What follows belongs to an exercise in optimizing a design on an open flow for small area and a short achievable clock period; a production flow would make more cautious choices. At most, simulation tests tie the RTL to the original design; equivalence was not proved. Power figures rest on the tool's default switching activity, not on a simulated workload.

==> run G: inputs <==
## entropy_encode_dc_coefficients
module entropy_encode_dc_coefficients(
	input clk,
	input reset_n,
	input in_valid,
	input in_first,
	input [15:0] DcCoeff,
	output out_valid,
	output [31:0] codeword,
	output [5:0] codeword_length
);
==> module entropy_encode_dc_coefficients, before the edit <==
module entropy_encode_dc_coefficients(
	input clk,
	input reset_n,
	input in_valid,
	input in_first,
	input [15:0] DcCoeff,
	output out_valid,
	output [31:0] codeword,
	output [5:0] codeword_length
);
reg first_pending;
wire is_first = in_first | first_pending;
reg [15:0] prev;
reg        sgn;       
wire        s_eff = sgn & ~is_first;
wire [15:0] p_eff = prev & {16{~is_first}};
wire [16:0] xs = {DcCoeff[15], DcCoeff} ^ {17{s_eff}};
wire [16:0] ps = {p_eff[15], p_eff} ^ {17{s_eff}};
wire [16:0] e = xs - ps;
wire [16:0] m = {e[15:0] ^ {16{e[16]}}, e[16]};
wire d_neg = $signed(DcCoeff) < $signed(prev);
always @(posedge clk) begin
	if (!reset_n) first_pending <= 1'b1;
	else if (in_valid) first_pending <= 1'b0;
	if (in_valid) begin
		prev <= DcCoeff;
		sgn <= d_neg & ~is_first;
	end
end
reg [16:0] m2;
reg        v2, f2;
reg [1:0]  cls;    
always @(posedge clk) begin
	if (!reset_n) v2 <= 1'b0;
	else v2 <= in_valid;
	m2 <= m;
	f2 <= is_first;
end
wire [1:0] mcls = (m2 == 17'd0) ? 2'd0 :
                  (m2 <= 17'd2) ? 2'd1 :
                  (m2 <= 17'd4) ? 2'd2 : 2'd3;
always @(posedge clk) begin
	if (v2) cls <= f2 ? 2'd3 : mcls;
end
wire cF = f2;
wire c0 = ~f2 & (cls == 2'd0);
wire c1 = ~f2 & (cls == 2'd1);
wire c2 = ~f2 & (cls == 2'd2);
wire c3 = ~f2 & (cls == 2'd3);
wire mlt4 = (m2[16:2] == 15'd0);      
wire [17:0] lowk;     
assign lowk = cF ? 18'h1f : c1 ? 18'h1 : c3 ? 18'h7 : 18'h0;
wire [16:0] mm = m2 | lowk[16:0];
wire [17:0] cin;      
assign cin[0] = 1'b1;
genvar j;
generate for (j = 1; j < 18; j = j + 1) begin : g_carry
	assign cin[j] = &mm[j-1:0];
end endgenerate
wire inc = ~c2;
wire [17:0] s;
assign s[16:0] = m2 ^ (cin[16:0] & ~lowk[16:0] & {17{inc}});
assign s[17] = inc & cin[17];
wire [17:0] cw = {s[17:3], s[2] | (c2 & mlt4), s[1:0]};
wire [17:0] t;
generate for (j = 1; j < 18; j = j + 1) begin : g_therm
	if (j < 17) begin : g_or
		assign t[j] = (|m2[16:j]) | (inc & cin[j]) | (c2 & (j <= 2));
	end else begin : g_top
		assign t[j] = inc & cin[j];
	end
end endgenerate
assign t[0] = 1'b1;
wire [1:0] sh = cF ? 2'd2 : (c3 | (c2 & mlt4)) ? 2'd1 : 2'd0;
wire [19:0] tx = {2'b00, t};
wire [17:0] u = (sh == 2'd2) ? tx[19:2] : (sh == 2'd1) ? tx[18:1] : tx[17:0];
reg [4:0] half;
integer i;
always @(*) begin
	half = 5'd0;
	for (i = 1; i < 18; i = i + 1)
		if (u[i] & ~u[(i < 17) ? i + 1 : 17] | (i == 17 & u[17])) half = i;
end
wire [5:0] len = {half, c0 | (c2 & mlt4)};
reg        v3;
reg [17:0] cw3;
reg [5:0]  len3;
always @(posedge clk) begin
	if (!reset_n) v3 <= 1'b0;
	else v3 <= v2;
	cw3 <= cw;
	len3 <= len;
end
assign out_valid = v3;
assign codeword = {14'h0, cw3};
assign codeword_length = len3;
endmodule
clock: 5.0 ns
lec_check: 0
abc_area: 1
cap_margin: 20
core_margin: 2
core_utilization: 40
setup_slack_margin: 3.0
slew_margin: 20
standard.sh (not shown) runs the stock make flow with config.mk's settings and CLKGATE_MAP_FILE= SYNTH_SCRIPT=/design/flow/synth_recipe.tcl, a recipe that flattens the netlist after the stock synthesis.
==> flow/flow/run.sh <==
#!/bin/bash
# The standard layout, except that the input and output ports are buffered
# with plain buffers instead of the delay buffers buffer_ports picks by default.
# make's full output goes to make.log in the work folder; ORFS keeps each tool's
# log under orfs/logs/.
set -euo pipefail
cd "$(dirname "$0")/.."
bash standard.sh "BUFFER_PORTS_ARGS=-buffer_cell sky130_fd_sc_hd__buf_2" finish > make.log 2>&1
==> inputs of run Z, as changes to run G <==
==> flow/design.v (replaced) <==
`timescale 1ns / 1ps
module entropy_encode_dc_coefficients #(parameter ADDER = 0) (
	input clk,
	input reset_n,
	input in_valid,
	input in_first,
	input [15:0] DcCoeff,
	output out_valid,
	output [31:0] codeword,
	output [5:0] codeword_length
);
reg first_pending;
wire is_first = in_first | first_pending;
reg [15:0] x1;
reg [15:0] pp;        
reg        v1, f1;
always @(posedge clk) begin
	if (!reset_n) begin
		first_pending <= 1'b1;
		v1 <= 1'b0;
	end else begin
		if (in_valid) first_pending <= 1'b0;
		v1 <= in_valid;
	end
	if (in_valid) x1 <= DcCoeff;
	pp <= ~(DcCoeff ^ (x1 & {16{~is_first}}));
	f1 <= is_first;
end
reg        sgn;       
wire [15:0] gg = ~pp & (x1 ^ {16{sgn}});
wire        eq = &pp;                                    
wire [15:0] g0 = {gg[15:1], gg[0] | pp[0]};
wire [16:0] c;
assign c[0] = 1'b1;
genvar b;
generate
	if (ADDER == 1) begin : g_ripple
		for (b = 0; b < 16; b = b + 1) begin : g_r
			assign c[b+1] = g0[b] | (pp[b] & c[b]);
		end
	end else begin : g_sklansky
		wire [15:0] G0 = g0, P0 = pp;
		wire [15:0] G1, P1, G2, P2, G3, P3, G4, P4;
		for (b = 0; b < 16; b = b + 1) begin : g_l0
			if (b & 1) begin : g_node
				assign G1[b] = G0[b] | (P0[b] & G0[((b >> 0) << 0) - 1]);
				assign P1[b] = P0[b] & P0[((b >> 0) << 0) - 1];
			end else begin : g_pass
				assign G1[b] = G0[b];
				assign P1[b] = P0[b];
			end
		end
		for (b = 0; b < 16; b = b + 1) begin : g_l1
			if (b & 2) begin : g_node
				assign G2[b] = G1[b] | (P1[b] & G1[((b >> 1) << 1) - 1]);
				assign P2[b] = P1[b] & P1[((b >> 1) << 1) - 1];
			end else begin : g_pass
				assign G2[b] = G1[b];
				assign P2[b] = P1[b];
			end
		end
		for (b = 0; b < 16; b = b + 1) begin : g_l2
			if (b & 4) begin : g_node
				assign G3[b] = G2[b] | (P2[b] & G2[((b >> 2) << 2) - 1]);
				assign P3[b] = P2[b] & P2[((b >> 2) << 2) - 1];
			end else begin : g_pass
				assign G3[b] = G2[b];
				assign P3[b] = P2[b];
			end
		end
		for (b = 0; b < 16; b = b + 1) begin : g_l3
			if (b & 8) begin : g_node
				assign G4[b] = G3[b] | (P3[b] & G3[((b >> 3) << 3) - 1]);
				assign P4[b] = P3[b] & P3[((b >> 3) << 3) - 1];
			end else begin : g_pass
				assign G4[b] = G3[b];
				assign P4[b] = P3[b];
			end
		end
		assign c[16:1] = G4;
	end
endgenerate
wire [15:0] e = pp ^ c[15:0];
wire        e16 = pp[15] ^ c[16];
wire [16:0] m = {e ^ {16{e16}}, e16};
wire d_neg = sgn ? (~e16 & ~eq) : e16;
always @(posedge clk) begin
	if (in_valid & is_first) sgn <= 1'b0;
	else if (v1) sgn <= d_neg & ~f1;
end
reg [16:0] m2;
reg        v2, f2;
reg [1:0]  cls;    
always @(posedge clk) begin
	if (!reset_n) v2 <= 1'b0;
	else v2 <= v1;
	m2 <= m;
	f2 <= f1;
end
wire [1:0] mcls = (m2 == 17'd0) ? 2'd0 :
                  (m2 <= 17'd2) ? 2'd1 :
                  (m2 <= 17'd4) ? 2'd2 : 2'd3;
always @(posedge clk) begin
	if (v2) cls <= f2 ? 2'd3 : mcls;
end
wire cF = f2;
wire c0 = ~f2 & (cls == 2'd0);
wire c1 = ~f2 & (cls == 2'd1);
wire c2 = ~f2 & (cls == 2'd2);
wire c3 = ~f2 & (cls == 2'd3);
wire mlt4 = (m2[16:2] == 15'd0);      
wire [17:0] lowk;     
assign lowk = cF ? 18'h1f : c1 ? 18'h1 : c3 ? 18'h7 : 18'h0;
wire [16:0] mm = m2 | lowk[16:0];
wire [17:0] cin;      
assign cin[0] = 1'b1;
genvar j;
generate for (j = 1; j < 18; j = j + 1) begin : g_carry
	assign cin[j] = &mm[j-1:0];
end endgenerate
wire inc = ~c2;
wire [17:0] s;
assign s[16:0] = m2 ^ (cin[16:0] & ~lowk[16:0] & {17{inc}});
assign s[17] = inc & cin[17];
wire [17:0] cw = {s[17:3], s[2] | (c2 & mlt4), s[1:0]};
wire [16:0] w = m2 | {12'b0, cF, cF, cF | c3 | c2, cF | c3, cF | c3 | c1};
wire all1 = inc & w[0] & (&(~w[16:1] | w[15:0]));
wire [3:0] nz = {|w[15:12], |w[11:8], |w[7:4], |w[3:0]};
wire [1:0] hi = {nz[3] | nz[2], nz[3] | (~nz[2] & nz[1])};
wire [3:0] nib = nz[3] ? w[15:12] : nz[2] ? w[11:8] : nz[1] ? w[7:4] : w[3:0];
wire [1:0] lo = {nib[3] | nib[2], nib[3] | (~nib[2] & nib[1])};
wire [4:0] flw = w[16] ? 5'd16 : {1'b0, hi, lo};
wire [1:0] sh = cF ? 2'd2 : (c3 | (c2 & mlt4)) ? 2'd1 : 2'd0;
wire [4:0] half = flw + {4'b0, all1} - {3'b0, sh};
wire [5:0] len = {half, c0 | (c2 & mlt4)};
reg        v3;
reg [17:0] cw3;
reg [5:0]  len3;
always @(posedge clk) begin
	if (!reset_n) v3 <= 1'b0;
	else v3 <= v2;
	cw3 <= cw;
	len3 <= len;
end
assign out_valid = v3;
assign codeword = {14'h0, cw3};
assign codeword_length = len3;
endmodule
==> flow/flow/run.sh (replaced) <==
#!/bin/bash
# The standard layout with two changes:
#  - the input and output ports are buffered with plain buffers instead of
#    the delay buffers buffer_ports picks by default;
#  - synthesis leaves adders to ABC instead of mapping them to full/half-adder
#    cells first (ADDER_MAP_FILE empty); registers are unchanged.
# make's full output goes to make.log in the work folder; ORFS keeps each
# tool's log under orfs/logs/.
set -euo pipefail
cd "$(dirname "$0")/.."
bash standard.sh "BUFFER_PORTS_ARGS=-buffer_cell sky130_fd_sc_hd__buf_2" "ADDER_MAP_FILE=" finish > make.log 2>&1
CORE_UTILIZATION = 65   (was 40)
CTS_CLUSTER_DIAMETER = 200   (was unset)
CTS_CLUSTER_SIZE = 50   (was unset)
SETUP_SLACK_MARGIN = 2.95   (was 3.0)
==> inputs of run A, as changes to run G <==
--- a/flow/design.v
+++ b/flow/design.v
@@ -1,4 +1,4 @@
 `timescale 1ns / 1ps
-module entropy_encode_dc_coefficients(
+module entropy_encode_dc_coefficients #(parameter ADDER = 0) (
 	input clk,
 	input reset_n,
@@ -12,20 +12,80 @@
 reg first_pending;
 wire is_first = in_first | first_pending;
-reg [15:0] prev;
+reg [15:0] x1;
+reg [15:0] pp;        
+reg        v1, f1;
+always @(posedge clk) begin
+	if (!reset_n) begin
+		first_pending <= 1'b1;
+		v1 <= 1'b0;
+	end else begin
+		if (in_valid) first_pending <= 1'b0;
+		v1 <= in_valid;
+	end
+	if (in_valid) x1 <= DcCoeff;
+	pp <= ~(DcCoeff ^ (x1 & {16{~is_first}}));
+	f1 <= is_first;
+end
 reg        sgn;       
-wire        s_eff = sgn & ~is_first;
-wire [15:0] p_eff = prev & {16{~is_first}};
-wire [16:0] xs = {DcCoeff[15], DcCoeff} ^ {17{s_eff}};
-wire [16:0] ps = {p_eff[15], p_eff} ^ {17{s_eff}};
-wire [16:0] e = xs - ps;
-wire [16:0] m = {e[15:0] ^ {16{e[16]}}, e[16]};
-wire d_neg = $signed(DcCoeff) < $signed(prev);
+wire [15:0] gg = ~pp & (x1 ^ {16{sgn}});
+wire        eq = &pp;                                    
+wire [15:0] g0 = {gg[15:1], gg[0] | pp[0]};
+wire [16:0] c;
+assign c[0] = 1'b1;
+genvar b;
+generate
+	if (ADDER == 1) begin : g_ripple
+		for (b = 0; b < 16; b = b + 1) begin : g_r
+			assign c[b+1] = g0[b] | (pp[b] & c[b]);
+		end
+	end else begin : g_sklansky
+		wire [15:0] G0 = g0, P0 = pp;
+		wire [15:0] G1, P1, G2, P2, G3, P3, G4, P4;
+		for (b = 0; b < 16; b = b + 1) begin : g_l0
+			if (b & 1) begin : g_node
+				assign G1[b] = G0[b] | (P0[b] & G0[((b >> 0) << 0) - 1]);
+				assign P1[b] = P0[b] & P0[((b >> 0) << 0) - 1];
+			end else begin : g_pass
+				assign G1[b] = G0[b];
+				assign P1[b] = P0[b];
+			end
+		end
+		for (b = 0; b < 16; b = b + 1) begin : g_l1
+			if (b & 2) begin : g_node
+				assign G2[b] = G1[b] | (P1[b] & G1[((b >> 1) << 1) - 1]);
+				assign P2[b] = P1[b] & P1[((b >> 1) << 1) - 1];
+			end else begin : g_pass
+				assign G2[b] = G1[b];
+				assign P2[b] = P1[b];
+			end
+		end
+		for (b = 0; b < 16; b = b + 1) begin : g_l2
+			if (b & 4) begin : g_node
+				assign G3[b] = G2[b] | (P2[b] & G2[((b >> 2) << 2) - 1]);
+				assign P3[b] = P2[b] & P2[((b >> 2) << 2) - 1];
+			end else begin : g_pass
+				assign G3[b] = G2[b];
+				assign P3[b] = P2[b];
+			end
+		end
+		for (b = 0; b < 16; b = b + 1) begin : g_l3
+			if (b & 8) begin : g_node
+				assign G4[b] = G3[b] | (P3[b] & G3[((b >> 3) << 3) - 1]);
+				assign P4[b] = P3[b] & P3[((b >> 3) << 3) - 1];
+			end else begin : g_pass
+				assign G4[b] = G3[b];
+				assign P4[b] = P3[b];
+			end
+		end
+		assign c[16:1] = G4;
+	end
+endgenerate
+wire [15:0] e = pp ^ c[15:0];
+wire        e16 = pp[15] ^ c[16];
+wire [16:0] m = {e ^ {16{e16}}, e16};
+wire d_neg = sgn ? (~e16 & ~eq) : e16;
 always @(posedge clk) begin
-	if (!reset_n) first_pending <= 1'b1;
-	else if (in_valid) first_pending <= 1'b0;
-	if (in_valid) begin
-		prev <= DcCoeff;
-		sgn <= d_neg & ~is_first;
-	end
+	if (in_valid & is_first) sgn <= 1'b0;
+	else if (v1) sgn <= d_neg & ~f1;
 end
 reg [16:0] m2;
@@ -34,19 +94,23 @@
 always @(posedge clk) begin
 	if (!reset_n) v2 <= 1'b0;
-	else v2 <= in_valid;
+	else v2 <= v1;
 	m2 <= m;
-	f2 <= is_first;
+	f2 <= f1;
 end
 wire [1:0] mcls = (m2 == 17'd0) ? 2'd0 :
                   (m2 <= 17'd2) ? 2'd1 :
                   (m2 <= 17'd4) ? 2'd2 : 2'd3;
+wire [1:0] ncls = ~v2 ? cls : f2 ? 2'd3 : mcls;
 always @(posedge clk) begin
 	if (v2) cls <= f2 ? 2'd3 : mcls;
 end
+reg c0, c1, c2, c3;
+always @(posedge clk) begin
+	c0 <= ~f1 & (ncls == 2'd0);
+	c1 <= ~f1 & (ncls == 2'd1);
+	c2 <= ~f1 & (ncls == 2'd2);
+	c3 <= ~f1 & (ncls == 2'd3);
+end
 wire cF = f2;
-wire c0 = ~f2 & (cls == 2'd0);
-wire c1 = ~f2 & (cls == 2'd1);
-wire c2 = ~f2 & (cls == 2'd2);
-wire c3 = ~f2 & (cls == 2'd3);
 wire mlt4 = (m2[16:2] == 15'd0);      
 wire [17:0] lowk;     
==> flow/flow/run.sh (replaced) <==
#!/bin/bash
# The standard layout with two changes:
#  - the input and output ports are buffered with plain buffers instead of
#    the delay buffers buffer_ports picks by default;
#  - synthesis leaves adders to ABC instead of mapping them to full/half-adder
#    cells first (ADDER_MAP_FILE empty); registers are unchanged.
# make's full output goes to make.log in the work folder; ORFS keeps each
# tool's log under orfs/logs/.
set -euo pipefail
cd "$(dirname "$0")/.."
bash standard.sh "BUFFER_PORTS_ARGS=-buffer_cell sky130_fd_sc_hd__buf_2" "ADDER_MAP_FILE=" finish > make.log 2>&1
CORE_UTILIZATION = 65   (was 40)
CTS_CLUSTER_DIAMETER = 200   (was unset)
CTS_CLUSTER_SIZE = 50   (was unset)
SETUP_SLACK_MARGIN = 2.8   (was 3.0)
==> comparison <==
- Sequential cell count, lowest first: run G, run Z, run A.
- Sequential share of layout area: run G < run A < run Z.
- Core utilization, lowest first: run G, run A, run Z.
- Between run A and run G, the lower critical path depth is in run A (gap 2).
- Against run A, the die area of run Z is smaller by 9.2%.
- Against run G, the global-route usage of run Z is higher by 3.7 points.
- Synthesized cell count, lowest first: run Z, run G, run A.
- Cell area: run Z is smaller than run A (4.7%).
- Hold slack: run Z < run A < run G.
==> figures <==
Outcome: run Z complete, no violations; run G complete, no violations; run A complete, no violations
Buffers, non-clock: run Z 68; run G 90; run A 55
Post-placement setup slack: run Z 2340 ps; run G 1240 ps; run A 2140 ps
Synthesized-area fraction occupied by xor and xnor cells: run Z 0.162; run G 0.106; run A 0.107
Met2 wire len: run Z 4540 um; run G 5760 um; run A 5280 um
Gr usage total: run Z 0.222; run G 0.185; run A 0.279
Detailed Routing Iterations Pass 1: run Z 13; run G 4; run A 5
Row count: run Z 29; run G 39; run A 30
Mean post-synth cell area: run Z 8.58 um2; run G 7.43 um2; run A 7.19 um2
Largest power group: run Z sequential cells; run G combinational cells; run A sequential cells
Total of fill cells in the finished design: run Z 434; run G 1040; run A 535
Number of distinct library cell variants in the gate-level netlist after synthesis: run Z 48; run G 45; run A 39
Met1 capacity usage during global routing: run Z 0.253; run G 0.211; run A 0.321
Clock input transition at the sequential cells of the worst setup and hold paths: run Z 90 ps; run G 60 ps; run A 110 ps
Top-area cell type share of the netlist area: run Z 0.305; run G 0.195; run A 0.301
Vias/cell: run Z 5.22; run G 4.89; run A 5.15
Total number of clock tree sinks: run Z 82; run G 64; run A 86
Clock network share of area: run Z 0.0358; run G 0.0422; run A 0.0368
End of the worst register-to-register path: run Z m2[4]$_DFF_P_; run G m2[11]$_DFF_P_; run A len3[2]$_SDFF_PP0_
Function not checked in run G and run A: the RTL went through the layout flow alone.

afterwards: timing with drivers on the ports:
How much do the figures lean on ideal ports? The routed layouts below were timed once more, with nothing changed but the port constraints. Step 1, drivers: a clkbuf_16 drives clk and a buf_2 each remaining input, both assumed. Step 2, shift: input delay + t, output delay - t, t = (earliest + latest rising clock arrival at the registers) / 2. This alone moves slack from input paths to output paths. a / b / c = ideal / step 1 / step 2; a / b = the first two.
run	shift t [ns]	setup WS [ns]	cell pins on the clock port's net
run G	0.379	2.003 / 2.009 / 1.630	1
run Z	0.381	2.978 / 2.978 / 2.845	1
run A	0.395	2.955 / 2.955 / 2.874	1
After both steps setup and hold are still met in every run listed. The setup slack of run G, which loses most, moves by +0.006 ns with the drivers and by -0.373 ns with both steps.
